What follows belongs to an exercise in optimizing a design on an open flow for small area and a short achievable clock period; a production flow would make more cautious choices.
The RTL was checked by simulation tests, not by an equivalence proof against the original design.

[flow/run.sh]
#!/bin/bash
# Standard layout, with the port buffers made from the smallest plain buffer, no
# dummy loads in the clock tree, and busy's OR rebuilt as nor2 + inv (busy.tcl).
set -euo pipefail
here=$(pwd)
bash standard.sh "BUFFER_PORTS_ARGS=-buffer_cell sky130_fd_sc_hd__buf_1" \
  "CTS_ARGS=-sink_clustering_enable -repair_clock_nets -dont_use_dummy_load -sink_clustering_size 40 -buf_list sky130_fd_sc_hd__clkbuf_8" \
  "PRE_GLOBAL_PLACE_TCL=$here/flow/busy.tcl" \
  finish > standard_flow.log 2>&1
[flow/busy.tcl]
# Before global placement: rebuild busy = en | done as nor2 + inv, which is
# faster than an or2 on the input-to-output path. Same function.
set drv ""
foreach pin [get_pins -of_objects [get_nets busy]] {
  if {[get_property $pin direction] == "output"} { set drv $pin }
}
if {$drv != ""} {
  set inst [get_cells -of_objects $drv]
  set cell [get_property $inst ref_name]
  if {[string match "sky130_fd_sc_hd__or2_*" $cell]} {
    set name [get_property $inst name]
    set na [get_nets -of_objects [get_pins $name/A]]
    set nb [get_nets -of_objects [get_pins $name/B]]
    set ny [get_nets -of_objects [get_pins $name/X]]
    delete_instance $name
    set mid [make_net busy_nor_n]
    make_instance busy_nor sky130_fd_sc_hd__nor2_2
    make_instance busy_inv sky130_fd_sc_hd__inv_2
    connect_pin $na busy_nor/A
    connect_pin $nb busy_nor/B
    connect_pin $mid busy_nor/Y
    connect_pin $mid busy_inv/A
    connect_pin $ny busy_inv/Y
    foreach p {busy_nor/A busy_nor/B busy_nor/Y busy_inv/A busy_inv/Y} {
      if {[get_nets -quiet -of_objects [get_pins $p]] == ""} { error "busy.tcl: $p not connected" }
    }
    puts "busy.tcl: replaced $name ($cell) by nor2 + inv"
  }
}
[standard.sh]
#!/bin/bash
# synth_recipe.tcl (not shown) runs the flow's synth.tcl, then flattens the netlist and writes it again
# the make line also repeats each setting of config.mk as NAME=value (left out here)
make -C /OpenROAD-flow-scripts/flow DESIGN_CONFIG=/design/flow/config.mk WORK_HOME=/design/flow/orfs CLKGATE_MAP_FILE= SYNTH_SCRIPT=/design/flow/synth_recipe.tcl "${@:-finish}"
[config.mk]
export PLATFORM = sky130hd
export DESIGN_NAME = montgomery_top
export DESIGN_NICKNAME = montgomery_top
export VERILOG_FILES = /design/flow/design.v
export SDC_FILE = /design/flow/constraint.sdc
export NUM_CORES = 4
export LEC_CHECK = 0
export ABC_CLOCK_PERIOD_IN_PS = 3500
export CAP_MARGIN = 20
export CORE_MARGIN = 2
export CORE_UTILIZATION = 65
export CTS_BUF_LIST = sky130_fd_sc_hd__clkbuf_8
export CTS_CLUSTER_SIZE = 40
export GPL_ROUTABILITY_DRIVEN = 0
export GPL_TIMING_DRIVEN = 0
export SETUP_SLACK_MARGIN = 4.6
export SLEW_MARGIN = 20
export SYNTH_HIERARCHICAL = 1
[constraint.sdc]
create_clock -name core_clock -period 8.0 [get_ports {clk}]
set_input_delay 1.6000 -clock core_clock [delete_from_list [all_inputs] [get_ports {clk}]]
set_output_delay 1.6000 -clock core_clock [all_outputs]
set_load 0.01 [all_outputs]
[design.v]
module mm_fa (input a, input b, input c, output s, output co);
assign s  = a ^ b ^ c;
assign co = (a & b) | (c & (a ^ b));
endmodule
module mm_ha (input a, input b, output s, output co);
assign s  = a ^ b;
assign co = a & b;
endmodule
module montgomery_multiply (
    input           clk,
    input   [11:0]  a0,
    input   [11:0]  b0,
    output  [11:0]  r
);
reg [9:0] plo1;
reg [0:0] cy1;
reg [12:0] px1;
reg [12:0] py1;
reg [23:0] p2r;
reg [12:0] qhn3;
reg [12:0] pl3;
reg [12:0] r4;
wire w1;
wire w2;
wire w3;
wire w4;
wire w5;
wire w6;
wire w7;
wire w8;
wire w9;
wire w10;
wire w11;
wire w12;
wire w13;
wire w14;
wire w15;
wire w16;
wire w17;
wire w18;
wire w19;
wire w20;
wire w21;
wire w22;
wire w23;
wire w24;
wire w25;
wire w26;
wire w27;
wire w28;
wire w29;
wire w30;
wire w31;
wire w32;
wire w33;
wire w34;
wire w35;
wire w36;
wire w37;
wire w38;
wire w39;
wire w40;
wire w41;
wire w42;
wire w43;
wire w44;
wire w45;
wire w46;
wire w47;
wire w48;
wire w49;
wire w50;
wire w51;
wire w52;
wire w53;
wire w54;
wire w55;
wire w56;
wire w57;
wire w58;
wire w59;
wire w60;
wire w61;
wire w62;
wire w63;
wire w64;
wire w65;
wire w66;
wire w67;
wire w68;
wire w69;
wire w70;
wire w71;
wire w72;
wire w73;
wire w74;
wire w75;
wire w76;
wire w77;
wire w78;
wire w79;
wire w80;
wire w81;
wire w82;
wire w83;
wire w84;
wire w85;
wire w86;
wire w87;
wire w88;
wire w89;
wire w90;
wire w91;
wire w92;
wire w93;
wire w94;
wire w95;
wire w96;
wire w97;
wire w98;
wire w99;
wire w100;
wire w101;
wire w102;
wire w103;
wire w104;
wire w105;
wire w106;
wire w107;
wire w108;
wire w109;
wire w110;
wire w111;
wire w112;
wire w113;
wire w114;
wire w115;
wire w116;
wire w117;
wire w118;
wire w119;
wire w120;
wire w121;
wire w122;
wire w123;
wire w124;
wire w125;
wire w126;
wire w127;
wire w128;
wire w129;
wire w130;
wire w131;
wire w132;
wire w133;
wire w134;
wire w135;
wire w136;
wire w137;
wire w138;
wire w139;
wire w140;
wire w141;
wire w142;
wire w143;
wire w144;
wire w145;
wire w146;
wire w147;
wire w148;
wire w149;
wire w150;
wire w151;
wire w152;
wire w153;
wire w154;
wire w155;
wire w156;
wire w157;
wire w158;
wire w159;
wire w160;
wire w161;
wire w162;
wire w163;
wire w164;
wire w165;
wire w166;
wire w167;
wire w168;
wire w169;
wire w170;
wire w171;
wire w172;
wire w173;
wire w174;
wire w175;
wire w176;
wire w177;
wire w178;
wire w179;
wire w180;
wire w181;
wire w182;
wire w183;
wire w184;
wire w185;
wire w186;
wire w187;
wire w188;
wire w189;
wire w190;
wire w191;
wire w192;
wire w193;
wire w194;
wire w195;
wire w196;
wire w197;
wire w198;
wire w199;
wire w200;
wire w201;
wire w202;
wire w203;
wire w204;
wire w205;
wire w206;
wire w207;
wire w208;
wire w209;
wire w210;
wire w211;
wire w212;
wire w213;
wire w214;
wire w215;
wire w216;
wire w217;
wire w218;
wire w219;
wire w220;
wire w221;
wire w222;
wire w223;
wire w224;
wire w225;
wire w226;
wire w227;
wire w228;
wire w229;
wire w230;
wire w231;
wire w232;
wire w233;
wire w234;
wire w235;
wire w236;
wire w237;
wire w238;
wire w239;
wire w240;
wire w241;
wire w242;
wire w243;
wire w244;
wire w245;
wire w246;
wire w247;
wire w248;
wire w249;
wire w250;
wire w251;
wire w252;
wire w253;
wire w254;
wire w255;
wire w256;
wire w257;
wire w258;
wire w259;
wire w260;
wire w261;
wire w262;
wire w263;
wire w264;
wire w265;
wire w266;
wire w267;
wire w268;
wire w269;
wire w270;
wire w271;
wire w272;
wire w273;
wire w274;
wire w275;
wire w276;
wire w277;
wire w278;
wire w279;
wire w280;
wire w281;
wire w282;
wire w283;
wire w284;
wire w285;
wire w286;
wire w287;
wire w288;
wire w289;
wire w290;
wire w291;
wire w292;
wire w293;
wire w294;
wire w295;
wire w296;
wire w297;
wire w298;
wire w299;
wire w300;
wire w301;
wire w302;
wire w303;
wire w304;
wire w305;
wire w306;
wire w307;
wire w308;
wire w309;
wire w310;
wire w311;
wire w312;
wire w313;
wire w314;
wire w315;
wire w316;
wire w317;
wire w318;
wire w319;
wire w320;
wire w321;
wire w322;
wire w323;
wire w324;
wire w325;
wire w326;
wire w327;
wire w328;
wire w329;
wire w330;
wire w331;
wire w332;
wire w333;
wire w334;
wire w335;
wire w336;
wire w337;
wire w338;
wire w339;
wire w340;
wire w341;
wire w342;
wire w343;
wire w344;
wire w345;
wire w346;
wire w347;
wire w348;
wire w349;
wire w350;
wire w351;
wire w352;
wire w353;
wire w354;
wire w355;
wire w356;
wire w357;
wire w358;
wire w359;
wire w360;
wire w361;
wire w362;
wire w363;
wire w364;
wire w365;
wire w366;
wire w367;
wire w368;
wire w369;
wire w370;
wire w371;
wire w372;
wire w373;
wire w374;
wire w375;
wire w376;
wire w377;
wire w378;
wire w379;
wire w380;
wire w381;
wire w382;
wire w383;
wire w384;
wire w385;
wire w386;
wire w387;
wire w388;
wire w389;
wire w390;
wire w391;
wire w392;
wire w393;
wire w394;
wire w395;
wire w396;
wire w397;
wire w398;
wire w399;
wire w400;
wire w401;
wire w402;
wire w403;
wire w404;
wire w405;
wire w406;
wire w407;
wire w408;
wire w409;
wire w410;
wire w411;
wire w412;
wire w413;
wire w414;
wire w415;
wire w416;
wire w417;
wire w418;
wire w419;
wire w420;
wire w421;
wire w422;
wire w423;
wire w424;
wire w425;
wire w426;
wire w427;
wire w428;
wire w429;
wire w430;
wire w431;
wire w432;
wire w433;
wire w434;
wire w435;
wire w436;
wire w437;
wire w438;
wire w439;
wire w440;
wire w441;
wire w442;
wire w443;
wire w444;
wire w445;
wire w446;
wire w447;
wire w448;
wire w449;
wire w450;
wire w451;
wire w452;
wire w453;
wire w454;
wire w455;
wire w456;
wire w457;
wire w458;
wire w459;
wire w460;
wire w461;
wire w462;
wire w463;
wire w464;
wire w465;
wire w466;
wire w467;
wire w468;
wire w469;
wire w470;
wire w471;
wire w472;
wire w473;
wire w474;
wire w475;
wire w476;
wire w477;
wire w478;
wire w479;
wire w480;
wire w481;
wire w482;
wire w483;
wire w484;
wire w485;
wire w486;
wire w487;
wire w488;
wire w489;
wire w490;
wire w491;
wire w492;
wire w493;
wire w494;
wire w495;
wire w496;
wire w497;
wire w498;
wire w499;
wire w500;
wire w501;
wire w502;
wire w503;
wire w504;
wire w505;
wire w506;
wire w507;
wire w508;
wire w509;
wire w510;
wire w511;
wire w512;
wire w513;
wire w514;
wire w515;
wire w516;
wire w517;
wire w518;
wire w519;
wire w520;
wire w521;
wire w522;
wire w523;
wire w524;
wire w525;
wire w526;
wire w527;
wire w528;
wire w529;
wire w530;
wire w531;
wire w532;
wire w533;
wire w534;
wire w535;
wire w536;
wire w537;
wire w538;
wire w539;
wire w540;
wire w541;
wire w542;
wire w543;
wire w544;
wire w545;
wire w546;
wire w547;
wire w548;
wire w549;
wire w550;
wire w551;
wire w552;
wire w553;
wire w554;
wire w555;
wire w556;
wire w557;
wire w558;
wire w559;
wire w560;
wire w561;
wire w562;
wire w563;
wire w564;
wire w565;
wire w566;
wire w567;
wire w568;
wire w569;
wire w570;
wire w571;
wire w572;
wire w573;
wire w574;
wire w575;
wire w576;
wire w577;
wire w578;
wire w579;
wire w580;
wire w581;
wire w582;
wire w583;
wire w584;
wire w585;
wire w586;
wire w587;
wire w588;
wire w589;
wire w590;
wire w591;
wire w592;
wire w593;
wire w594;
wire w595;
wire w596;
wire w597;
wire w598;
wire w599;
wire w600;
wire w601;
wire w602;
wire w603;
wire w604;
wire w605;
wire w606;
wire w607;
wire w608;
wire w609;
wire w610;
wire w611;
wire w612;
wire w613;
wire w614;
wire w615;
wire w616;
wire w617;
wire w618;
wire w619;
wire w620;
wire w621;
wire w622;
wire w623;
wire w624;
wire w625;
wire w626;
wire w627;
wire w628;
wire w629;
wire w630;
wire w631;
wire w632;
wire w633;
wire w634;
wire w635;
wire w636;
wire w637;
wire w638;
wire w639;
wire w640;
wire w641;
wire w642;
wire w643;
wire w644;
wire w645;
wire w646;
wire w647;
wire w648;
wire w649;
wire w650;
wire w651;
wire w652;
wire w653;
wire w654;
wire w655;
wire w656;
wire w657;
wire w658;
wire w659;
wire w660;
wire w661;
wire w662;
wire w663;
wire w664;
wire w665;
wire w666;
wire w667;
wire w668;
wire w669;
wire w670;
wire w671;
wire w672;
wire w673;
wire w674;
wire w675;
wire w676;
wire w677;
wire w678;
wire w679;
wire w680;
wire w681;
wire w682;
wire w683;
wire w684;
wire w685;
wire w686;
wire w687;
wire w688;
wire w689;
wire w690;
wire w691;
wire w692;
wire w693;
wire w694;
wire w695;
wire w696;
wire w697;
wire w698;
wire w699;
wire w700;
wire w701;
wire w702;
wire w703;
wire w704;
wire w705;
wire w706;
wire w707;
wire w708;
wire w709;
wire w710;
wire w711;
wire w712;
wire w713;
wire w714;
wire w715;
wire w716;
wire w717;
wire w718;
wire w719;
wire w720;
wire w721;
wire w722;
wire w723;
wire w724;
wire w725;
wire w726;
wire w727;
wire w728;
wire w729;
wire w730;
wire w731;
wire w732;
wire w733;
wire w734;
wire w735;
wire w736;
wire w737;
wire w738;
wire w739;
wire w740;
wire w741;
wire w742;
wire w743;
wire w744;
wire w745;
wire w746;
wire w747;
wire w748;
wire w749;
wire w750;
wire w751;
wire w752;
wire w753;
wire w754;
wire w755;
wire w756;
wire w757;
wire w758;
wire w759;
wire w760;
wire w761;
wire w762;
wire w763;
wire w764;
wire w765;
wire w766;
wire w767;
wire w768;
wire w769;
wire w770;
wire w771;
wire w772;
wire w773;
wire w774;
wire w775;
wire w776;
wire w777;
wire w778;
wire w779;
wire w780;
wire w781;
wire w782;
wire w783;
wire w784;
wire w785;
wire w786;
wire w787;
wire w788;
wire w789;
wire w790;
wire w791;
wire w792;
wire w793;
wire w794;
wire w795;
wire w796;
assign w1 = ~(a0[0] & b0[0]);
assign w2 = ~(a0[0] & b0[1]);
assign w3 = ~(a0[0] & b0[2]);
assign w4 = ~(a0[0] & b0[3]);
assign w5 = ~(a0[0] & b0[4]);
assign w6 = ~(a0[0] & b0[5]);
assign w7 = ~(a0[0] & b0[6]);
assign w8 = ~(a0[0] & b0[7]);
assign w9 = ~(a0[0] & b0[8]);
assign w10 = ~(a0[0] & b0[9]);
assign w11 = ~(a0[0] & b0[10]);
assign w12 = ~(a0[0] & b0[11]);
assign w13 = ~(a0[1] & b0[0]);
assign w14 = ~(a0[1] & b0[1]);
assign w15 = ~(a0[1] & b0[2]);
assign w16 = ~(a0[1] & b0[3]);
assign w17 = ~(a0[1] & b0[4]);
assign w18 = ~(a0[1] & b0[5]);
assign w19 = ~(a0[1] & b0[6]);
assign w20 = ~(a0[1] & b0[7]);
assign w21 = ~(a0[1] & b0[8]);
assign w22 = ~(a0[1] & b0[9]);
assign w23 = ~(a0[1] & b0[10]);
assign w24 = ~(a0[1] & b0[11]);
assign w25 = ~(a0[2] & b0[0]);
assign w26 = ~(a0[2] & b0[1]);
assign w27 = ~(a0[2] & b0[2]);
assign w28 = ~(a0[2] & b0[3]);
assign w29 = ~(a0[2] & b0[4]);
assign w30 = ~(a0[2] & b0[5]);
assign w31 = ~(a0[2] & b0[6]);
assign w32 = ~(a0[2] & b0[7]);
assign w33 = ~(a0[2] & b0[8]);
assign w34 = ~(a0[2] & b0[9]);
assign w35 = ~(a0[2] & b0[10]);
assign w36 = ~(a0[2] & b0[11]);
assign w37 = ~(a0[3] & b0[0]);
assign w38 = ~(a0[3] & b0[1]);
assign w39 = ~(a0[3] & b0[2]);
assign w40 = ~(a0[3] & b0[3]);
assign w41 = ~(a0[3] & b0[4]);
assign w42 = ~(a0[3] & b0[5]);
assign w43 = ~(a0[3] & b0[6]);
assign w44 = ~(a0[3] & b0[7]);
assign w45 = ~(a0[3] & b0[8]);
assign w46 = ~(a0[3] & b0[9]);
assign w47 = ~(a0[3] & b0[10]);
assign w48 = ~(a0[3] & b0[11]);
assign w49 = ~(a0[4] & b0[0]);
assign w50 = ~(a0[4] & b0[1]);
assign w51 = ~(a0[4] & b0[2]);
assign w52 = ~(a0[4] & b0[3]);
assign w53 = ~(a0[4] & b0[4]);
assign w54 = ~(a0[4] & b0[5]);
assign w55 = ~(a0[4] & b0[6]);
assign w56 = ~(a0[4] & b0[7]);
assign w57 = ~(a0[4] & b0[8]);
assign w58 = ~(a0[4] & b0[9]);
assign w59 = ~(a0[4] & b0[10]);
assign w60 = ~(a0[4] & b0[11]);
assign w61 = ~(a0[5] & b0[0]);
assign w62 = ~(a0[5] & b0[1]);
assign w63 = ~(a0[5] & b0[2]);
assign w64 = ~(a0[5] & b0[3]);
assign w65 = ~(a0[5] & b0[4]);
assign w66 = ~(a0[5] & b0[5]);
assign w67 = ~(a0[5] & b0[6]);
assign w68 = ~(a0[5] & b0[7]);
assign w69 = ~(a0[5] & b0[8]);
assign w70 = ~(a0[5] & b0[9]);
assign w71 = ~(a0[5] & b0[10]);
assign w72 = ~(a0[5] & b0[11]);
assign w73 = ~(a0[6] & b0[0]);
assign w74 = ~(a0[6] & b0[1]);
assign w75 = ~(a0[6] & b0[2]);
assign w76 = ~(a0[6] & b0[3]);
assign w77 = ~(a0[6] & b0[4]);
assign w78 = ~(a0[6] & b0[5]);
assign w79 = ~(a0[6] & b0[6]);
assign w80 = ~(a0[6] & b0[7]);
assign w81 = ~(a0[6] & b0[8]);
assign w82 = ~(a0[6] & b0[9]);
assign w83 = ~(a0[6] & b0[10]);
assign w84 = ~(a0[6] & b0[11]);
assign w85 = ~(a0[7] & b0[0]);
assign w86 = ~(a0[7] & b0[1]);
assign w87 = ~(a0[7] & b0[2]);
assign w88 = ~(a0[7] & b0[3]);
assign w89 = ~(a0[7] & b0[4]);
assign w90 = ~(a0[7] & b0[5]);
assign w91 = ~(a0[7] & b0[6]);
assign w92 = ~(a0[7] & b0[7]);
assign w93 = ~(a0[7] & b0[8]);
assign w94 = ~(a0[7] & b0[9]);
assign w95 = ~(a0[7] & b0[10]);
assign w96 = ~(a0[7] & b0[11]);
assign w97 = ~(a0[8] & b0[0]);
assign w98 = ~(a0[8] & b0[1]);
assign w99 = ~(a0[8] & b0[2]);
assign w100 = ~(a0[8] & b0[3]);
assign w101 = ~(a0[8] & b0[4]);
assign w102 = ~(a0[8] & b0[5]);
assign w103 = ~(a0[8] & b0[6]);
assign w104 = ~(a0[8] & b0[7]);
assign w105 = ~(a0[8] & b0[8]);
assign w106 = ~(a0[8] & b0[9]);
assign w107 = ~(a0[8] & b0[10]);
assign w108 = ~(a0[8] & b0[11]);
assign w109 = ~(a0[9] & b0[0]);
assign w110 = ~(a0[9] & b0[1]);
assign w111 = ~(a0[9] & b0[2]);
assign w112 = ~(a0[9] & b0[3]);
assign w113 = ~(a0[9] & b0[4]);
assign w114 = ~(a0[9] & b0[5]);
assign w115 = ~(a0[9] & b0[6]);
assign w116 = ~(a0[9] & b0[7]);
assign w117 = ~(a0[9] & b0[8]);
assign w118 = ~(a0[9] & b0[9]);
assign w119 = ~(a0[9] & b0[10]);
assign w120 = ~(a0[9] & b0[11]);
assign w121 = ~(a0[10] & b0[0]);
assign w122 = ~(a0[10] & b0[1]);
assign w123 = ~(a0[10] & b0[2]);
assign w124 = ~(a0[10] & b0[3]);
assign w125 = ~(a0[10] & b0[4]);
assign w126 = ~(a0[10] & b0[5]);
assign w127 = ~(a0[10] & b0[6]);
assign w128 = ~(a0[10] & b0[7]);
assign w129 = ~(a0[10] & b0[8]);
assign w130 = ~(a0[10] & b0[9]);
assign w131 = ~(a0[10] & b0[10]);
assign w132 = ~(a0[10] & b0[11]);
assign w133 = ~(a0[11] & b0[0]);
assign w134 = ~(a0[11] & b0[1]);
assign w135 = ~(a0[11] & b0[2]);
assign w136 = ~(a0[11] & b0[3]);
assign w137 = ~(a0[11] & b0[4]);
assign w138 = ~(a0[11] & b0[5]);
assign w139 = ~(a0[11] & b0[6]);
assign w140 = ~(a0[11] & b0[7]);
assign w141 = ~(a0[11] & b0[8]);
assign w142 = ~(a0[11] & b0[9]);
assign w143 = ~(a0[11] & b0[10]);
assign w144 = ~(a0[11] & b0[11]);
mm_fa u_w145 (.a(w10), .b(w21), .c(w32), .s(w145), .co(w146));
mm_fa u_w147 (.a(w11), .b(w22), .c(w33), .s(w147), .co(w148));
mm_fa u_w149 (.a(w44), .b(w55), .c(w66), .s(w149), .co(w150));
mm_fa u_w151 (.a(w12), .b(w23), .c(w34), .s(w151), .co(w152));
mm_fa u_w153 (.a(w45), .b(w56), .c(w67), .s(w153), .co(w154));
mm_fa u_w155 (.a(w78), .b(w89), .c(w100), .s(w155), .co(w156));
mm_fa u_w157 (.a(w24), .b(w35), .c(w46), .s(w157), .co(w158));
mm_fa u_w159 (.a(w57), .b(w68), .c(w79), .s(w159), .co(w160));
mm_fa u_w161 (.a(w90), .b(w101), .c(w112), .s(w161), .co(w162));
mm_fa u_w163 (.a(w36), .b(w47), .c(w58), .s(w163), .co(w164));
mm_fa u_w165 (.a(w69), .b(w80), .c(w91), .s(w165), .co(w166));
mm_fa u_w167 (.a(w48), .b(w59), .c(w70), .s(w167), .co(w168));
mm_fa u_w169 (.a(w7), .b(w18), .c(w29), .s(w169), .co(w170));
mm_fa u_w171 (.a(w8), .b(w19), .c(w30), .s(w171), .co(w172));
mm_fa u_w173 (.a(w41), .b(w52), .c(w63), .s(w173), .co(w174));
mm_fa u_w175 (.a(w9), .b(w20), .c(w31), .s(w175), .co(w176));
mm_fa u_w177 (.a(w42), .b(w53), .c(w64), .s(w177), .co(w178));
mm_fa u_w179 (.a(w75), .b(w86), .c(w97), .s(w179), .co(w180));
mm_fa u_w181 (.a(w43), .b(w54), .c(w65), .s(w181), .co(w182));
mm_fa u_w183 (.a(w76), .b(w87), .c(w98), .s(w183), .co(w184));
mm_fa u_w185 (.a(w109), .b(w145), .c(1'b1), .s(w185), .co(w186));
mm_fa u_w187 (.a(w77), .b(w88), .c(w99), .s(w187), .co(w188));
mm_fa u_w189 (.a(w110), .b(w121), .c(w146), .s(w189), .co(w190));
mm_fa u_w191 (.a(w147), .b(w149), .c(1'b1), .s(w191), .co(w192));
mm_fa u_w193 (.a(w111), .b(w122), .c(w133), .s(w193), .co(w194));
mm_fa u_w195 (.a(w148), .b(w150), .c(w151), .s(w195), .co(w196));
mm_fa u_w197 (.a(w153), .b(w155), .c(1'b1), .s(w197), .co(w198));
mm_fa u_w199 (.a(w123), .b(w134), .c(w152), .s(w199), .co(w200));
mm_fa u_w201 (.a(w154), .b(w156), .c(w157), .s(w201), .co(w202));
mm_fa u_w203 (.a(w159), .b(w161), .c(1'b1), .s(w203), .co(w204));
mm_fa u_w205 (.a(w102), .b(w113), .c(w124), .s(w205), .co(w206));
mm_fa u_w207 (.a(w135), .b(w158), .c(w160), .s(w207), .co(w208));
mm_fa u_w209 (.a(w162), .b(w163), .c(w165), .s(w209), .co(w210));
mm_fa u_w211 (.a(w81), .b(w92), .c(w103), .s(w211), .co(w212));
mm_fa u_w213 (.a(w114), .b(w125), .c(w136), .s(w213), .co(w214));
mm_fa u_w215 (.a(w164), .b(w166), .c(w167), .s(w215), .co(w216));
mm_fa u_w217 (.a(w60), .b(w71), .c(w82), .s(w217), .co(w218));
mm_fa u_w219 (.a(w93), .b(w104), .c(w115), .s(w219), .co(w220));
mm_fa u_w221 (.a(w126), .b(w137), .c(w168), .s(w221), .co(w222));
mm_fa u_w223 (.a(w72), .b(w83), .c(w94), .s(w223), .co(w224));
mm_fa u_w225 (.a(w105), .b(w116), .c(w127), .s(w225), .co(w226));
mm_fa u_w227 (.a(w84), .b(w95), .c(w106), .s(w227), .co(w228));
mm_fa u_w229 (.a(w5), .b(w16), .c(w27), .s(w229), .co(w230));
mm_fa u_w231 (.a(w6), .b(w17), .c(w28), .s(w231), .co(w232));
mm_fa u_w233 (.a(w39), .b(w50), .c(w61), .s(w233), .co(w234));
mm_fa u_w235 (.a(w40), .b(w51), .c(w62), .s(w235), .co(w236));
mm_fa u_w237 (.a(w73), .b(w169), .c(1'b1), .s(w237), .co(w238));
mm_fa u_w239 (.a(w74), .b(w85), .c(w170), .s(w239), .co(w240));
mm_fa u_w241 (.a(w171), .b(w173), .c(1'b1), .s(w241), .co(w242));
mm_fa u_w243 (.a(w172), .b(w174), .c(w175), .s(w243), .co(w244));
mm_fa u_w245 (.a(w177), .b(w179), .c(1'b1), .s(w245), .co(w246));
mm_fa u_w247 (.a(w176), .b(w178), .c(w180), .s(w247), .co(w248));
mm_fa u_w249 (.a(w181), .b(w183), .c(w185), .s(w249), .co(w250));
mm_fa u_w251 (.a(w182), .b(w184), .c(w186), .s(w251), .co(w252));
mm_fa u_w253 (.a(w187), .b(w189), .c(w191), .s(w253), .co(w254));
mm_fa u_w255 (.a(w188), .b(w190), .c(w192), .s(w255), .co(w256));
mm_fa u_w257 (.a(w193), .b(w195), .c(w197), .s(w257), .co(w258));
mm_fa u_w259 (.a(w194), .b(w196), .c(w198), .s(w259), .co(w260));
mm_fa u_w261 (.a(w199), .b(w201), .c(w203), .s(w261), .co(w262));
mm_fa u_w263 (.a(w200), .b(w202), .c(w204), .s(w263), .co(w264));
mm_fa u_w265 (.a(w205), .b(w207), .c(w209), .s(w265), .co(w266));
mm_fa u_w267 (.a(w206), .b(w208), .c(w210), .s(w267), .co(w268));
mm_fa u_w269 (.a(w211), .b(w213), .c(w215), .s(w269), .co(w270));
mm_fa u_w271 (.a(w212), .b(w214), .c(w216), .s(w271), .co(w272));
mm_fa u_w273 (.a(w217), .b(w219), .c(w221), .s(w273), .co(w274));
mm_fa u_w275 (.a(w138), .b(w218), .c(w220), .s(w275), .co(w276));
mm_fa u_w277 (.a(w222), .b(w223), .c(w225), .s(w277), .co(w278));
mm_fa u_w279 (.a(w117), .b(w128), .c(w139), .s(w279), .co(w280));
mm_fa u_w281 (.a(w224), .b(w226), .c(w227), .s(w281), .co(w282));
mm_fa u_w283 (.a(w96), .b(w107), .c(w118), .s(w283), .co(w284));
mm_fa u_w285 (.a(w129), .b(w140), .c(w228), .s(w285), .co(w286));
mm_fa u_w287 (.a(w108), .b(w119), .c(w130), .s(w287), .co(w288));
mm_fa u_w289 (.a(w4), .b(w15), .c(w26), .s(w289), .co(w290));
mm_fa u_w291 (.a(w38), .b(w49), .c(w229), .s(w291), .co(w292));
mm_fa u_w293 (.a(w230), .b(w231), .c(w233), .s(w293), .co(w294));
mm_fa u_w295 (.a(w232), .b(w234), .c(w235), .s(w295), .co(w296));
mm_fa u_w297 (.a(w236), .b(w238), .c(w239), .s(w297), .co(w298));
mm_fa u_w299 (.a(w240), .b(w242), .c(w243), .s(w299), .co(w300));
mm_fa u_w301 (.a(w244), .b(w246), .c(w247), .s(w301), .co(w302));
mm_fa u_w303 (.a(w248), .b(w250), .c(w251), .s(w303), .co(w304));
mm_fa u_w305 (.a(w252), .b(w254), .c(w255), .s(w305), .co(w306));
mm_fa u_w307 (.a(w256), .b(w258), .c(w259), .s(w307), .co(w308));
mm_fa u_w309 (.a(w260), .b(w262), .c(w263), .s(w309), .co(w310));
mm_fa u_w311 (.a(w264), .b(w266), .c(w267), .s(w311), .co(w312));
mm_fa u_w313 (.a(w268), .b(w270), .c(w271), .s(w313), .co(w314));
mm_fa u_w315 (.a(w272), .b(w274), .c(w275), .s(w315), .co(w316));
mm_fa u_w317 (.a(w276), .b(w278), .c(w279), .s(w317), .co(w318));
mm_fa u_w319 (.a(w280), .b(w282), .c(w283), .s(w319), .co(w320));
mm_fa u_w321 (.a(w141), .b(w284), .c(w286), .s(w321), .co(w322));
mm_fa u_w323 (.a(w120), .b(w131), .c(w142), .s(w323), .co(w324));
mm_fa u_w325 (.a(w3), .b(w14), .c(w25), .s(w325), .co(w326));
mm_fa u_w327 (.a(w37), .b(w289), .c(1'b1), .s(w327), .co(w328));
mm_fa u_w329 (.a(w290), .b(w291), .c(1'b1), .s(w329), .co(w330));
mm_fa u_w331 (.a(w292), .b(w293), .c(1'b1), .s(w331), .co(w332));
mm_fa u_w333 (.a(w237), .b(w294), .c(w295), .s(w333), .co(w334));
mm_fa u_w335 (.a(w241), .b(w296), .c(w297), .s(w335), .co(w336));
mm_fa u_w337 (.a(w245), .b(w298), .c(w299), .s(w337), .co(w338));
mm_fa u_w339 (.a(w249), .b(w300), .c(w301), .s(w339), .co(w340));
mm_fa u_w341 (.a(w253), .b(w302), .c(w303), .s(w341), .co(w342));
mm_fa u_w343 (.a(w257), .b(w304), .c(w305), .s(w343), .co(w344));
mm_fa u_w345 (.a(w261), .b(w306), .c(w307), .s(w345), .co(w346));
mm_fa u_w347 (.a(w265), .b(w308), .c(w309), .s(w347), .co(w348));
mm_fa u_w349 (.a(w269), .b(w310), .c(w311), .s(w349), .co(w350));
mm_fa u_w351 (.a(w273), .b(w312), .c(w313), .s(w351), .co(w352));
mm_fa u_w353 (.a(w277), .b(w314), .c(w315), .s(w353), .co(w354));
mm_fa u_w355 (.a(w281), .b(w316), .c(w317), .s(w355), .co(w356));
mm_fa u_w357 (.a(w285), .b(w318), .c(w319), .s(w357), .co(w358));
mm_fa u_w359 (.a(w287), .b(w320), .c(w321), .s(w359), .co(w360));
mm_fa u_w361 (.a(w288), .b(w322), .c(w323), .s(w361), .co(w362));
mm_fa u_w363 (.a(w132), .b(w143), .c(w324), .s(w363), .co(w364));
assign w365 = w1 & 1'b1;
assign w366 = w1 ^ 1'b1;
assign w367 = w2 & w13;
assign w368 = w2 ^ w13;
assign w369 = w325 & 1'b1;
assign w370 = w325 ^ 1'b1;
assign w371 = w326 & w327;
assign w372 = w326 ^ w327;
assign w373 = w328 & w329;
assign w374 = w328 ^ w329;
assign w375 = w330 & w331;
assign w376 = w330 ^ w331;
assign w377 = w332 & w333;
assign w378 = w332 ^ w333;
assign w379 = w334 & w335;
assign w380 = w334 ^ w335;
assign w381 = w336 & w337;
assign w382 = w336 ^ w337;
assign w383 = w338 & w339;
assign w384 = w338 ^ w339;
assign w385 = w365 | (w366 & 1'b1);
assign w386 = w367 | (w368 & w385);
assign w387 = w368 & w366;
assign w388 = w371 | (w372 & w369);
assign w389 = w372 & w370;
assign w390 = w375 | (w376 & w373);
assign w391 = w376 & w374;
assign w392 = w379 | (w380 & w377);
assign w393 = w380 & w378;
assign w394 = w383 | (w384 & w381);
assign w395 = w384 & w382;
assign w396 = w369 | (w370 & w386);
assign w397 = w370 & w387;
assign w398 = w388 | (w389 & w386);
assign w399 = w389 & w387;
assign w400 = w377 | (w378 & w390);
assign w401 = w378 & w391;
assign w402 = w392 | (w393 & w390);
assign w403 = w393 & w391;
assign w404 = 1'b0 & w395;
assign w405 = w373 | (w374 & w398);
assign w406 = w374 & w399;
assign w407 = w390 | (w391 & w398);
assign w408 = w391 & w399;
assign w409 = w400 | (w401 & w398);
assign w410 = w401 & w399;
assign w411 = w402 | (w403 & w398);
assign w412 = w403 & w399;
assign w413 = w381 | (w382 & w411);
assign w414 = w382 & w412;
assign w415 = w394 | (w395 & w411);
assign w416 = w395 & w412;
assign w417 = w404 & w411;
assign w418 = w404 & w412;
assign w419 = w366 ^ 1'b1;
assign w420 = w368 ^ w385;
assign w421 = w370 ^ w386;
assign w422 = w372 ^ w396;
assign w423 = w374 ^ w398;
assign w424 = w376 ^ w405;
assign w425 = w378 ^ w407;
assign w426 = w380 ^ w409;
assign w427 = w382 ^ w411;
assign w428 = w384 ^ w413;
assign w429 = 1'b0 ^ w415;
assign w430 = px1[0] & py1[0];
assign w431 = px1[0] ^ py1[0];
assign w432 = px1[1] & py1[1];
assign w433 = px1[1] ^ py1[1];
assign w434 = px1[2] & py1[2];
assign w435 = px1[2] ^ py1[2];
assign w436 = px1[3] & py1[3];
assign w437 = px1[3] ^ py1[3];
assign w438 = px1[4] & py1[4];
assign w439 = px1[4] ^ py1[4];
assign w440 = w430 | (w431 & cy1[0]);
assign w441 = w432 | (w433 & w440);
assign w442 = w433 & w431;
assign w443 = w434 | (w435 & w441);
assign w444 = w435 & w442;
assign w445 = w436 | (w437 & w443);
assign w446 = w437 & w444;
assign w447 = w438 | (w439 & w445);
assign w448 = w439 & w446;
assign w449 = 1'b0 & w448;
assign w450 = w431 ^ cy1[0];
assign w451 = w433 ^ w440;
assign w452 = w435 ^ w441;
assign w453 = w437 ^ w443;
assign w454 = w439 ^ w445;
assign w455 = 1'b0 ^ w447;
assign w456 = px1[5] & py1[5];
assign w457 = px1[5] ^ py1[5];
assign w458 = px1[6] & py1[6];
assign w459 = px1[6] ^ py1[6];
assign w460 = px1[7] & py1[7];
assign w461 = px1[7] ^ py1[7];
assign w462 = px1[8] & py1[8];
assign w463 = px1[8] ^ py1[8];
assign w464 = px1[9] & py1[9];
assign w465 = px1[9] ^ py1[9];
assign w466 = px1[10] & py1[10];
assign w467 = px1[10] ^ py1[10];
assign w468 = px1[11] & py1[11];
assign w469 = px1[11] ^ py1[11];
assign w470 = px1[12] & py1[12];
assign w471 = px1[12] ^ py1[12];
assign w472 = 1'b1 & 1'b1;
assign w473 = 1'b1 ^ 1'b1;
assign w474 = w456 | (w457 & w455);
assign w475 = w458 | (w459 & w474);
assign w476 = w459 & w457;
assign w477 = w462 | (w463 & w460);
assign w478 = w463 & w461;
assign w479 = w466 | (w467 & w464);
assign w480 = w467 & w465;
assign w481 = w470 | (w471 & w468);
assign w482 = w471 & w469;
assign w483 = w460 | (w461 & w475);
assign w484 = w461 & w476;
assign w485 = w477 | (w478 & w475);
assign w486 = w478 & w476;
assign w487 = w468 | (w469 & w479);
assign w488 = w469 & w480;
assign w489 = w481 | (w482 & w479);
assign w490 = w482 & w480;
assign w491 = w464 | (w465 & w485);
assign w492 = w465 & w486;
assign w493 = w479 | (w480 & w485);
assign w494 = w480 & w486;
assign w495 = w487 | (w488 & w485);
assign w496 = w488 & w486;
assign w497 = w489 | (w490 & w485);
assign w498 = w490 & w486;
assign w499 = w472 | (w473 & w497);
assign w500 = w473 & w498;
assign w501 = w457 ^ w455;
assign w502 = w459 ^ w474;
assign w503 = w461 ^ w475;
assign w504 = w463 ^ w483;
assign w505 = w465 ^ w485;
assign w506 = w467 ^ w491;
assign w507 = w469 ^ w493;
assign w508 = w471 ^ w495;
assign w509 = w473 ^ w497;
mm_ha u_w510 (.a(p2r[12]), .b(p2r[14]), .s(w510), .co(w511));
mm_ha u_w512 (.a(p2r[13]), .b(p2r[15]), .s(w512), .co(w513));
mm_ha u_w514 (.a(p2r[14]), .b(p2r[16]), .s(w514), .co(w515));
mm_ha u_w516 (.a(p2r[15]), .b(p2r[17]), .s(w516), .co(w517));
mm_ha u_w518 (.a(p2r[10]), .b(p2r[12]), .s(w518), .co(w519));
mm_fa u_w520 (.a(p2r[13]), .b(~p2r[17]), .c(~p2r[19]), .s(w520), .co(w521));
mm_fa u_w522 (.a(~p2r[18]), .b(~p2r[20]), .c(p2r[11]), .s(w522), .co(w523));
mm_fa u_w524 (.a(~p2r[19]), .b(~p2r[21]), .c(w511), .s(w524), .co(w525));
mm_fa u_w526 (.a(~p2r[20]), .b(~p2r[22]), .c(w513), .s(w526), .co(w527));
mm_fa u_w528 (.a(~p2r[21]), .b(~p2r[23]), .c(w515), .s(w528), .co(w529));
mm_fa u_w530 (.a(p2r[18]), .b(~p2r[22]), .c(~p2r[16]), .s(w530), .co(w531));
mm_fa u_w532 (.a(p2r[19]), .b(~p2r[23]), .c(p2r[16]), .s(w532), .co(w533));
mm_ha u_w534 (.a(p2r[18]), .b(p2r[20]), .s(w534), .co(w535));
mm_ha u_w536 (.a(p2r[11]), .b(~p2r[15]), .s(w536), .co(w537));
mm_fa u_w538 (.a(~p2r[16]), .b(~p2r[18]), .c(w518), .s(w538), .co(w539));
mm_fa u_w540 (.a(~p2r[11]), .b(w519), .c(w520), .s(w540), .co(w541));
mm_fa u_w542 (.a(w510), .b(w521), .c(w522), .s(w542), .co(w543));
mm_fa u_w544 (.a(w512), .b(w523), .c(w524), .s(w544), .co(w545));
mm_fa u_w546 (.a(w514), .b(w525), .c(w526), .s(w546), .co(w547));
mm_fa u_w548 (.a(w516), .b(w527), .c(w528), .s(w548), .co(w549));
mm_fa u_w550 (.a(w517), .b(w529), .c(w530), .s(w550), .co(w551));
mm_fa u_w552 (.a(~p2r[17]), .b(w531), .c(w532), .s(w552), .co(w553));
mm_fa u_w554 (.a(p2r[17]), .b(w533), .c(w534), .s(w554), .co(w555));
mm_fa u_w556 (.a(p2r[21]), .b(~p2r[19]), .c(w535), .s(w556), .co(w557));
mm_fa u_w558 (.a(p2r[22]), .b(p2r[19]), .c(~p2r[20]), .s(w558), .co(w559));
mm_fa u_w560 (.a(p2r[23]), .b(p2r[20]), .c(~p2r[21]), .s(w560), .co(w561));
mm_ha u_w562 (.a(p2r[21]), .b(~p2r[22]), .s(w562), .co(w563));
mm_ha u_w564 (.a(p2r[22]), .b(~p2r[23]), .s(w564), .co(w565));
assign w566 = ~p2r[17] & w536;
assign w567 = ~p2r[17] ^ w536;
assign w568 = w537 & w538;
assign w569 = w537 ^ w538;
assign w570 = w539 & w540;
assign w571 = w539 ^ w540;
assign w572 = w541 & w542;
assign w573 = w541 ^ w542;
assign w574 = w543 & w544;
assign w575 = w543 ^ w544;
assign w576 = w545 & w546;
assign w577 = w545 ^ w546;
assign w578 = w547 & w548;
assign w579 = w547 ^ w548;
assign w580 = w549 & w550;
assign w581 = w549 ^ w550;
assign w582 = w551 & w552;
assign w583 = w551 ^ w552;
assign w584 = w553 & w554;
assign w585 = w553 ^ w554;
assign w586 = w555 & w556;
assign w587 = w555 ^ w556;
assign w588 = w557 & w558;
assign w589 = w557 ^ w558;
assign w590 = w559 & w560;
assign w591 = w559 ^ w560;
assign w592 = w561 & w562;
assign w593 = w561 ^ w562;
assign w594 = w563 & w564;
assign w595 = w563 ^ w564;
assign w596 = ~p2r[23] & w565;
assign w597 = ~p2r[23] ^ w565;
assign w598 = w568 | (w569 & w566);
assign w599 = w569 & w567;
assign w600 = w572 | (w573 & w570);
assign w601 = w573 & w571;
assign w602 = w576 | (w577 & w574);
assign w603 = w577 & w575;
assign w604 = w580 | (w581 & w578);
assign w605 = w581 & w579;
assign w606 = w584 | (w585 & w582);
assign w607 = w585 & w583;
assign w608 = w588 | (w589 & w586);
assign w609 = w589 & w587;
assign w610 = w592 | (w593 & w590);
assign w611 = w593 & w591;
assign w612 = w596 | (w597 & w594);
assign w613 = w597 & w595;
assign w614 = w570 | (w571 & w598);
assign w615 = w571 & w599;
assign w616 = w600 | (w601 & w598);
assign w617 = w601 & w599;
assign w618 = w578 | (w579 & w602);
assign w619 = w579 & w603;
assign w620 = w604 | (w605 & w602);
assign w621 = w605 & w603;
assign w622 = w586 | (w587 & w606);
assign w623 = w587 & w607;
assign w624 = w608 | (w609 & w606);
assign w625 = w609 & w607;
assign w626 = w594 | (w595 & w610);
assign w627 = w595 & w611;
assign w628 = w612 | (w613 & w610);
assign w629 = w613 & w611;
assign w630 = w574 | (w575 & w616);
assign w631 = w575 & w617;
assign w632 = w602 | (w603 & w616);
assign w633 = w603 & w617;
assign w634 = w618 | (w619 & w616);
assign w635 = w619 & w617;
assign w636 = w620 | (w621 & w616);
assign w637 = w621 & w617;
assign w638 = w590 | (w591 & w624);
assign w639 = w591 & w625;
assign w640 = w610 | (w611 & w624);
assign w641 = w611 & w625;
assign w642 = w626 | (w627 & w624);
assign w643 = w627 & w625;
assign w644 = w628 | (w629 & w624);
assign w645 = w629 & w625;
assign w646 = w582 | (w583 & w636);
assign w647 = w583 & w637;
assign w648 = w606 | (w607 & w636);
assign w649 = w607 & w637;
assign w650 = w622 | (w623 & w636);
assign w651 = w623 & w637;
assign w652 = w624 | (w625 & w636);
assign w653 = w625 & w637;
assign w654 = w638 | (w639 & w636);
assign w655 = w639 & w637;
assign w656 = w640 | (w641 & w636);
assign w657 = w641 & w637;
assign w658 = w642 | (w643 & w636);
assign w659 = w643 & w637;
assign w660 = w644 | (w645 & w636);
assign w661 = w645 & w637;
assign w662 = w569 ^ w566;
assign w663 = w571 ^ w598;
assign w664 = w573 ^ w614;
assign w665 = w575 ^ w616;
assign w666 = w577 ^ w630;
assign w667 = w579 ^ w632;
assign w668 = w581 ^ w634;
assign w669 = w583 ^ w636;
assign w670 = w585 ^ w646;
assign w671 = w587 ^ w648;
assign w672 = w589 ^ w650;
assign w673 = w591 ^ w652;
assign w674 = w593 ^ w654;
assign w675 = w595 ^ w656;
assign w676 = w597 ^ w658;
mm_fa u_w677 (.a(qhn3[11]), .b(qhn3[3]), .c(qhn3[1]), .s(w677), .co(w678));
mm_fa u_w679 (.a(pl3[12]), .b(qhn3[12]), .c(qhn3[4]), .s(w679), .co(w680));
mm_ha u_w681 (.a(qhn3[2]), .b(qhn3[1]), .s(w681), .co(w682));
mm_ha u_w683 (.a(pl3[9]), .b(qhn3[9]), .s(w683), .co(w684));
mm_fa u_w685 (.a(qhn3[10]), .b(qhn3[2]), .c(qhn3[0]), .s(w685), .co(w686));
mm_fa u_w687 (.a(qhn3[0]), .b(pl3[10]), .c(~pl3[11]), .s(w687), .co(w688));
mm_fa u_w689 (.a(pl3[11]), .b(w678), .c(w679), .s(w689), .co(w690));
mm_ha u_w691 (.a(pl3[1]), .b(qhn3[1]), .s(w691), .co(w692));
mm_ha u_w693 (.a(pl3[2]), .b(qhn3[2]), .s(w693), .co(w694));
mm_ha u_w695 (.a(pl3[3]), .b(qhn3[3]), .s(w695), .co(w696));
mm_ha u_w697 (.a(pl3[4]), .b(qhn3[4]), .s(w697), .co(w698));
mm_ha u_w699 (.a(pl3[5]), .b(qhn3[5]), .s(w699), .co(w700));
mm_ha u_w701 (.a(pl3[6]), .b(qhn3[6]), .s(w701), .co(w702));
mm_ha u_w703 (.a(pl3[7]), .b(qhn3[7]), .s(w703), .co(w704));
mm_fa u_w705 (.a(qhn3[8]), .b(qhn3[0]), .c(~pl3[8]), .s(w705), .co(w706));
mm_fa u_w707 (.a(qhn3[1]), .b(pl3[8]), .c(w683), .s(w707), .co(w708));
mm_fa u_w709 (.a(~pl3[10]), .b(w684), .c(w685), .s(w709), .co(w710));
mm_fa u_w711 (.a(w677), .b(w686), .c(w687), .s(w711), .co(w712));
mm_fa u_w713 (.a(w681), .b(w688), .c(w689), .s(w713), .co(w714));
assign w715 = qhn3[0] & ~pl3[0];
assign w716 = qhn3[0] ^ ~pl3[0];
assign w717 = pl3[0] & w691;
assign w718 = pl3[0] ^ w691;
assign w719 = w692 & w693;
assign w720 = w692 ^ w693;
assign w721 = w694 & w695;
assign w722 = w694 ^ w695;
assign w723 = w696 & w697;
assign w724 = w696 ^ w697;
assign w725 = w698 & w699;
assign w726 = w698 ^ w699;
assign w727 = w700 & w701;
assign w728 = w700 ^ w701;
assign w729 = w702 & w703;
assign w730 = w702 ^ w703;
assign w731 = w704 & w705;
assign w732 = w704 ^ w705;
assign w733 = w706 & w707;
assign w734 = w706 ^ w707;
assign w735 = w708 & w709;
assign w736 = w708 ^ w709;
assign w737 = w710 & w711;
assign w738 = w710 ^ w711;
assign w739 = w712 & w713;
assign w740 = w712 ^ w713;
assign w741 = w717 | (w718 & w715);
assign w742 = w718 & w716;
assign w743 = w721 | (w722 & w719);
assign w744 = w722 & w720;
assign w745 = w725 | (w726 & w723);
assign w746 = w726 & w724;
assign w747 = w729 | (w730 & w727);
assign w748 = w730 & w728;
assign w749 = w733 | (w734 & w731);
assign w750 = w734 & w732;
assign w751 = w737 | (w738 & w735);
assign w752 = w738 & w736;
assign w753 = w719 | (w720 & w741);
assign w754 = w720 & w742;
assign w755 = w743 | (w744 & w741);
assign w756 = w744 & w742;
assign w757 = w727 | (w728 & w745);
assign w758 = w728 & w746;
assign w759 = w747 | (w748 & w745);
assign w760 = w748 & w746;
assign w761 = w735 | (w736 & w749);
assign w762 = w736 & w750;
assign w763 = w751 | (w752 & w749);
assign w764 = w752 & w750;
assign w765 = w723 | (w724 & w755);
assign w766 = w724 & w756;
assign w767 = w745 | (w746 & w755);
assign w768 = w746 & w756;
assign w769 = w757 | (w758 & w755);
assign w770 = w758 & w756;
assign w771 = w759 | (w760 & w755);
assign w772 = w760 & w756;
assign w773 = w739 | (w740 & w763);
assign w774 = w740 & w764;
assign w775 = w731 | (w732 & w771);
assign w776 = w732 & w772;
assign w777 = w749 | (w750 & w771);
assign w778 = w750 & w772;
assign w779 = w761 | (w762 & w771);
assign w780 = w762 & w772;
assign w781 = w763 | (w764 & w771);
assign w782 = w764 & w772;
assign w783 = w773 | (w774 & w771);
assign w784 = w774 & w772;
assign w785 = w718 ^ w715;
assign w786 = w720 ^ w741;
assign w787 = w722 ^ w753;
assign w788 = w724 ^ w755;
assign w789 = w726 ^ w765;
assign w790 = w728 ^ w767;
assign w791 = w730 ^ w769;
assign w792 = w732 ^ w771;
assign w793 = w734 ^ w775;
assign w794 = w736 ^ w777;
assign w795 = w738 ^ w779;
assign w796 = w740 ^ w781;
always @(posedge clk) begin
    plo1[0] <= ~w419;
    plo1[1] <= ~w420;
    plo1[2] <= ~w421;
    plo1[3] <= ~w422;
    plo1[4] <= ~w423;
    plo1[5] <= ~w424;
    plo1[6] <= ~w425;
    plo1[7] <= ~w426;
    plo1[8] <= ~w427;
    plo1[9] <= ~w428;
    cy1[0] <= w429;
    px1[0] <= w340;
    px1[1] <= w342;
    px1[2] <= w344;
    px1[3] <= w346;
    px1[4] <= w348;
    px1[5] <= w350;
    px1[6] <= w352;
    px1[7] <= w354;
    px1[8] <= w356;
    px1[9] <= w358;
    px1[10] <= w360;
    px1[11] <= w362;
    px1[12] <= w144;
    py1[0] <= w341;
    py1[1] <= w343;
    py1[2] <= w345;
    py1[3] <= w347;
    py1[4] <= w349;
    py1[5] <= w351;
    py1[6] <= w353;
    py1[7] <= w355;
    py1[8] <= w357;
    py1[9] <= w359;
    py1[10] <= w361;
    py1[11] <= w363;
    py1[12] <= w364;
    p2r[0] <= plo1[0];
    p2r[1] <= plo1[1];
    p2r[2] <= plo1[2];
    p2r[3] <= plo1[3];
    p2r[4] <= plo1[4];
    p2r[5] <= plo1[5];
    p2r[6] <= plo1[6];
    p2r[7] <= plo1[7];
    p2r[8] <= plo1[8];
    p2r[9] <= plo1[9];
    p2r[10] <= ~w450;
    p2r[11] <= ~w451;
    p2r[12] <= ~w452;
    p2r[13] <= ~w453;
    p2r[14] <= ~w454;
    p2r[15] <= ~w501;
    p2r[16] <= ~w502;
    p2r[17] <= ~w503;
    p2r[18] <= ~w504;
    p2r[19] <= ~w505;
    p2r[20] <= ~w506;
    p2r[21] <= ~w507;
    p2r[22] <= ~w508;
    p2r[23] <= ~w509;
    qhn3[0] <= ~w664;
    qhn3[1] <= ~w665;
    qhn3[2] <= ~w666;
    qhn3[3] <= ~w667;
    qhn3[4] <= ~w668;
    qhn3[5] <= ~w669;
    qhn3[6] <= ~w670;
    qhn3[7] <= ~w671;
    qhn3[8] <= ~w672;
    qhn3[9] <= ~w673;
    qhn3[10] <= ~w674;
    qhn3[11] <= ~w675;
    qhn3[12] <= ~w676;
    pl3[0] <= p2r[0];
    pl3[1] <= p2r[1];
    pl3[2] <= p2r[2];
    pl3[3] <= p2r[3];
    pl3[4] <= p2r[4];
    pl3[5] <= p2r[5];
    pl3[6] <= p2r[6];
    pl3[7] <= p2r[7];
    pl3[8] <= p2r[8];
    pl3[9] <= p2r[9];
    pl3[10] <= p2r[10];
    pl3[11] <= p2r[11];
    pl3[12] <= p2r[12];
    r4[0] <= w716;
    r4[1] <= w785;
    r4[2] <= w786;
    r4[3] <= w787;
    r4[4] <= w788;
    r4[5] <= w789;
    r4[6] <= w790;
    r4[7] <= w791;
    r4[8] <= w792;
    r4[9] <= w793;
    r4[10] <= w794;
    r4[11] <= w795;
    r4[12] <= w796;
end
assign r = r4[11:0] + ({12{r4[12]}} & 12'd3329);
endmodule
module montgomery_top (
    input           clk     ,
    input           rst_n   ,
    input           en      ,
    input   [11:0]  a       ,
    input   [11:0]  b       ,
    output          busy    ,
    output          done    ,
    output  [11:0]  r
);
reg [4:0] vld;
always @(posedge clk) begin
    if (!rst_n) vld <= 5'd0;
    else        vld <= {vld[3:0], en};
end
assign done = vld[4];
assign busy = en | done;
reg [11:0] a0, b0;
always @(posedge clk) begin
    a0 <= a;
    b0 <= b;
end
montgomery_multiply u_mm (.clk(clk), .a0(a0), .b0(b0), .r(r));
endmodule
==> results.json, run 1 <==
{
  "multi_input_area_sq_um": 5550,
  "n_antenna_cell": 0,
  "die_area_sq_um": 13600,
  "ctsRootBufferMaster": "clkbuf_8",
  "place_ws_ns": 4.23,
  "fin_crit_ns": 3.54,
  "worstSetupStartpoint": "a0[0]$_DFF_P_",
  "ys_ff_latch": 129,
  "antenna_found_initial": 0,
  "drive_above_1_share_pct": 15.7,
  "rsz0062_at_grt": "yes",
  "max_cap_violations": 0,
  "final_common_cell": "nand2_1",
  "synthSimpleGateAreaFrac_pct": 9.84,
  "whs_path_depth": 0,
  "core-area_sq_um": 12500,
  "pin_count": 41,
  "setup_viol": 0,
  "drt-initial-drc-count": 179,
  "num_rows": 41,
  "fillers": 865,
  "clock_sinks": 129,
  "first_global_vias": 5452,
  "clk_pin_slew_ns": 0.08,
  "outcome": "complete, no violations",
  "wire_per_inst_um": 15.0,
  "crit_path_end_kind": "flop",
  "tns_ns": 0,
  "crit_family": "adder cells",
  "yosys.area_share.xor_xnor_pct": 4.05,
  "hold_violations": 0,
  "worst-path-buf-inv": 2,
  "async_flop_share_pct": 0,
  "cp.required_ns": 8.39,
  "area_growth_pct": 13.3,
  "final_nets": 1031,
  "hold_buffers": 0,
  "clockBufferDepth": 2,
  "h-tree-depth": 4,
  "reg2reg_from": "a0[0]$_DFF_P_",
  "die_x_um": 116,
  "setup.worst_path.class": "reg2reg",
  "endpoint": "u_mm.plo1[8]$_DFF_P_",
  "synth_area_sq_um": 8210,
  "r2r-end": "u_mm.plo1[8]$_DFF_P_",
  "cp.depth": 11,
  "synth_sequential_area_ratio_pct": 31.4,
  "clkLatencyLatePin_ns": 0.44,
  "arrival_ns": 3.94,
  "synth_edf_count": 0,
  "crit_path_frequent_cell": "fa_2",
  "worst_slew_pin_slew_ns": 0.551,
  "rr_worst_depth": 11,
  "cts_buffers": 17,
  "drc": 0,
  "grt_max_degree": 17,
  "start_util_pct": 65.9,
  "synth.distinct_cells": 38,
  "route.vias.total": 4969,
  "hpwl_um": 11500,
  "fin_crit_sh_pct": 44.3,
  "slew_violations": 0,
  "setup_slack_ns": 4.46,
  "syn-instance-count": 697,
  "drtAntennaViolNets": 0,
  "synth_compound_area_share_pct": 3.81,
  "final_cell_mix": "nand2_1 (147), fa_1 (144), dfxtp_1 (116), ha_1 (57), inv_1 (45)",
  "finClkSkew_ns": 0.0287,
  "relSlewSlack_pct": 63.3,
  "cts_tree": "yes",
  "seq_area_sq_um": 2600,
  "hp-class": "reg2reg",
  "reg2reg_slack_ns": 4.46,
  "totalWireLength_um": 14400,
  "start_kind": "flop",
  "synth_top_flop_cell": "dfxtp_1",
  "max_stage_delay_ns": 0.53,
  "die_h_um": 116,
  "crit_chain": "clkbuf_8 -> nand2_1 -> fa_2 -> fa_2 -> fa_1 -> fa_1 -> ha_4 -> nand2_1 -> o211ai_1 -> fa_2 -> inv_1",
  "crit_fanout": 10,
  "first_pass_iters": 4,
  "synthAdderAreaFrac_pct": 47.5,
  "synth_top_family_by_area": "adder cells",
  "cpMaxStageDelayCell": "fa_1",
  "vias_per_cell": 5.20,
  "fmax_ghz": 0.282,
  "synth_area_per_cell_sq_um": 11.8,
  "ys_warn_count": 8,
  "synthMuxAreaShare_pct": 0,
  "overflow": 0,
  "grt_pass1_wl_um": 24500,
  "grt_usage_pct": 24.2,
  "io_buffers": 40
}
kinds of logic after synthesis:
family,after synthesis
xor+xnor,38
fa+ha+maj,218
compound gates,42
other cells,1
buf+inv,73
simple gates,196
flops,129
routing by layer:
metal,track usage (%),vias up,share of wire [%]
met5,0,-,0
met4,9.60,0,2.3
met3,5.14,28,5.0
met2,42.3,150,51
met1,29.4,2471,41
li1,-,2320,-
per-stage QoR:
step           util [%]  std cells  instance area (sq um)  hold WS [ns]
6_report           74.7        956                   9310         0.326
3_3_place_gp       69.8        919                   8710         0.313
2_1_floorplan         -        706                   8340         0.310
5_1_grt            74.7        956                   9310         0.336
3_5_place_dp       69.8        919                   8710         0.312
4_1_cts            73.9        954                   9210         0.329
final cells by class:
cell class | instances | share of cell area [%]
Buffer | 24 | 2.07
Clock buffer | 17 | 2.51
Inverter | 50 | 2.02
Multi-Input combinational cell | 504 | 59.7
Sequential cell | 129 | 27.9
Tap cell | 172 | 2.31
Timing Repair Buffer | 60 | 3.49
flip-flops by register name (all words and copies together), names as in the netlist, 5 cells and up:
signal	flops
u_mm.p2r	24
u_mm.pl3	13
u_mm.px1	13
u_mm.py1	13
u_mm.qhn3	13
u_mm.r4	13
a0	12
b0	12
u_mm.plo1	10
vld	5
modules after synthesis, one instance, submodules excluded:
| module | cells | copies in the design | flip-flops and latches |
|---|---|---|---|
| mm_ha | 1 | 18 | 0 |
| montgomery_top | 35 | 1 | 29 |
| montgomery_multiply | 505 | 1 | 100 |
| mm_fa | 1 | 139 | 0 |
Yosys cell counts (2+ instances only):
cell type,instances,share of area (%)
nor3_1,3,0.18
ha_1,62,9.4
a21oi_1,9,0.55
inv_1,49,2.2
xor2_1,14,1.5
nand2_1,149,6.8
clkbuf_1,24,1.1
or2_2,2,0.15
o21bai_1,3,0.27
nor2b_1,6,0.46
fa_1,156,38
o21ai_0,2,0.12
nand3_1,7,0.43
and2_1,8,0.61
nor2_1,15,0.69
o21ai_2,2,0.21
nand2b_1,2,0.15
dfxtp_1,129,31
a31oi_1,2,0.15
xnor2_1,24,2.6
a21o_1,12,1.1
worst min-delay path by stage:
stage	slack [ns]	endpoint	start
3_5_place_dp	0.31	u_mm.p2r[5]$_DFF_P_	u_mm.plo1[5]$_DFF_P_
4_1_cts	0.33	u_mm.pl3[4]$_DFF_P_	u_mm.p2r[4]$_DFF_P_
5_1_grt	0.34	u_mm.p2r[6]$_DFF_P_	u_mm.plo1[6]$_DFF_P_
3_3_place_gp	0.31	u_mm.pl3[4]$_DFF_P_	u_mm.p2r[4]$_DFF_P_
6_report	0.33	u_mm.pl3[4]$_DFF_P_	u_mm.p2r[4]$_DFF_P_
2_1_floorplan	0.31	u_mm.p2r[0]$_DFF_P_	u_mm.plo1[0]$_DFF_P_
worst reg2reg max path: cells and delay by family, from the launching register on:
kind,cells,cell delay (ns)
flops,1,0.33
compound gates,1,0.26
fa+ha+maj,6,2.59
buf+inv,2,0.22
simple gates,2,0.13
timing repair:
item                                    CTS  global route
gates resized for setup                  42            45
setup buffers                            18             2
endpoints found under the setup margin   22            33
pin swaps                                19            11
==> run 2: changes to the inputs <==
--- a/config.mk
+++ b/config.mk
@@ -11,8 +11,6 @@
 export CORE_UTILIZATION = 65
 export CTS_BUF_LIST = sky130_fd_sc_hd__clkbuf_8
 export CTS_CLUSTER_SIZE = 40
-export GPL_ROUTABILITY_DRIVEN = 0
-export GPL_TIMING_DRIVEN = 0
-export SETUP_SLACK_MARGIN = 4.6
+export SETUP_SLACK_MARGIN = 4.5
 export SLEW_MARGIN = 20
 export SYNTH_HIERARCHICAL = 1
==> run 2 against run 1 <==
  * Setup slack better by 0.016 ns
  * First-iteration DRC count is 0.56% lower
  * Synthesized area stayed put
  * Synthesized cell count stayed put
  * Worst hold slack better by 0.0038 ns
  * Largest cell class unchanged
==> results.json, run 2 <==
{
  "clockBufferDepth": 2,
  "drive_above_1_share_pct": 13.8,
  "synth_top_area_share_pct": 38.0,
  "largest_reg_flops": 24,
  "n_antenna_cell": 0,
  "hp-class": "reg2reg",
  "regMostFlops": "u_mm.p2r",
  "num_rows": 41,
  "totalWireLength_um": 14600,
  "synth.distinct_cells": 38,
  "start_util_pct": 65.9,
  "crit_chain": "buf_6 -> nor2_4 -> inv_2 -> buf_6",
  "place_ws_ns": 4.20,
  "antenna_found_initial": 0,
  "fin_crit_sh_pct": 44.1,
  "final_nets": 1008,
  "outcome": "complete, no violations",
  "wire_per_inst_um": 15.6,
  "h-tree-depth": 4,
  "max_cap_violations": 0,
  "drtAntennaViolNets": 0,
  "ys_ff_latch": 129,
  "async_flop_share_pct": 0,
  "synth_sequential_area_ratio_pct": 31.4,
  "worst-path-buf-inv": 3,
  "cp.required_ns": 6.40,
  "multi_input_area_sq_um": 5540,
  "pin_count": 41,
  "final_cell_mix": "nand2_1 (146), fa_1 (146), dfxtp_1 (105), ha_1 (56), inv_1 (47)",
  "hold_violations": 0,
  "ys_warn_count": 8,
  "relSlewSlack_pct": 65.5,
  "setup.worst_path.class": "in2out",
  "start_kind": "input pin",
  "cts_buffers": 17,
  "crit_path_end_kind": "primary output",
  "arrival_ns": 1.93,
  "finClkSkew_ns": 0.0226,
  "synth_area_leaders": "fa_1 (38%), dfxtp_1 (31%), ha_1 (9.4%)",
  "seq_area_sq_um": 2640,
  "fillers": 863,
  "hold_buffers": 0,
  "worst_slew_pin_slew_ns": 0.517,
  "setup_slack_ns": 4.47,
  "die_x_um": 116,
  "synth_area_per_cell_sq_um": 11.8,
  "drc": 0,
  "grt_max_degree": 17,
  "synth_top_flop_cell": "dfxtp_1",
  "place.gp.congestion": 0.847,
  "instances_no_fill": 933,
  "fmax_ghz": 0.283,
  "clk_pin_slew_ns": 0.07,
  "vias_per_cell": 5.24,
  "max_stage_delay_ns": 0.11,
  "rsz0062_at_grt": "yes",
  "die_h_um": 116,
  "synth_area_sq_um": 8210,
  "first_pass_iters": 4,
  "core-area_sq_um": 12500,
  "die_area_sq_um": 13600,
  "overflow": 0,
  "grt_usage_pct": 24.0,
  "clock_sinks": 129,
  "drt-initial-drc-count": 178,
  "crit_path_frequent_cell": "buf_6",
  "synth.most_common_cell": "fa_1",
  "fin_crit_ns": 3.53,
  "area_growth_pct": 11.4,
  "utilization_pct": 73.4,
  "ys_top_cells_by_count": "fa_1 (156), nand2_1 (149), dfxtp_1 (129)",
  "crit_fanout": 2,
  "place_inst": 895,
  "grt_pass1_wl_um": 24000,
  "slew_violations": 0,
  "cpMaxStageDelayCell": "buf_6",
  "crit_family": "buffers and inverters",
  "ctsRootBufferMaster": "clkbuf_8",
  "yosysTopAreaCell": "fa_1",
  "hpwl_um": 11500,
  "syn-instance-count": 697,
  "clkLatencyLatePin_ns": 0.43,
  "io_buffers": 40,
  "cts_tree": "yes",
  "tns_ns": 0,
  "setup_viol": 0,
  "synth_edf_count": 0,
  "route.vias.total": 4887,
  "first_global_vias": 5273
}
-- run 2: layer usage --
layer	GRT usage, %	wire, um
met4	8.25	353
met2	42.5	7430
met5	0	0
met1	29.0	6100
met3	5.50	686
-- run 2: path summary, 6_finish.rpt --
kind | from | endpoint | slack, ns | depth (start not counted)
setup / recovery | en | busy | 4.47 | 4
hold / removal | u_mm.plo1[3]$_DFF_P_ | u_mm.p2r[3]$_DFF_P_ | 0.33 | 0
setup reg to reg | u_mm.cy1$_DFF_P_ | u_mm.p2r[19]$_DFF_P_ | 4.48 | 14
hold reg to reg | u_mm.plo1[3]$_DFF_P_ | u_mm.p2r[3]$_DFF_P_ | 0.33 | 0
-- run 2: kinds of logic (layout without fill, tap and decap cells) --
| kind of cell | count (synthesis) | in the layout | synth area share (%) |
|---|---|---|---|
| compound gates | 42 | 42 | 3.81 |
| buf+inv | 73 | 128 | 3.34 |
| fa+ha+maj | 218 | 218 | 47.5 |
| simple gates | 196 | 196 | 9.84 |
| other cells | 1 | 10 | 0.0457 |
| flops | 129 | 129 | 31.4 |
| xor+xnor | 38 | 38 | 4.05 |
-- run 2: what timing repair did --
item                                    in CTS  in global routing
setup buffers                               14                  7
pin swaps                                   12                 24
resized for setup                           37                 28
endpoints found under the setup margin      12                 14
-- run 2: metrics by stage --
stage	instance area, sq um	hold slack, ns
after floorplan	8330	0.310
after global placement	8570	0.312
after detailed placement	8570	0.312
after CTS	9000	0.331
after global routing	9150	0.334
final	9150	0.330
-- run 2: layout make-up --
class / instances / share of cell area [%]
multi-input cells: 504 / 60.6
clock buffers: 17 / 2.56
well taps: 172 / 2.35
flip-flops and latches: 129 / 28.8
repair buffers: 61 / 3.65
inverters: 50 / 2.05
-- run 2: per-module statistics from Yosys, one instance, submodules excluded --
module               cell area, sq um  flip-flops and latches  cells inside
mm_ha                            12.5                       0             1
montgomery_multiply              4590                     100           505
mm_fa                            20.0                       0             1
montgomery_top                    618                      29            35

[separate check: timing with driven ports]
How much do the figures lean on ideal ports? The routed layouts below were timed once more, with nothing changed but the port constraints. Step 1 sets driving cells, clkbuf_16 on the clock port and buf_2 on the other inputs (assumed; they add their load-dependent delay and slew). Step 2, shift: input delay + t, output delay - t, t = (earliest + latest rising clock arrival at the registers) / 2. This alone moves slack from input paths to output paths. Slacks: ideal ports / drivers / drivers and shift; pairs: ideal ports / drivers.
run | shift t [ns] | slack for setup (ns) | clock arrival spread, ns | worst slew at a driven data input, ns
run 1 | 0.463 | 4.455 / 4.436 / 4.436 | 0.029 / 0.029 | 0.04
run 2 | 0.456 | 4.471 / 4.436 / 4.436 | 0.025 / 0.025 | 0.04
After both steps setup and hold are still met in every run listed. The setup slack of run 2, which loses most, moves by -0.035 ns with the drivers and by -0.035 ns with both steps.
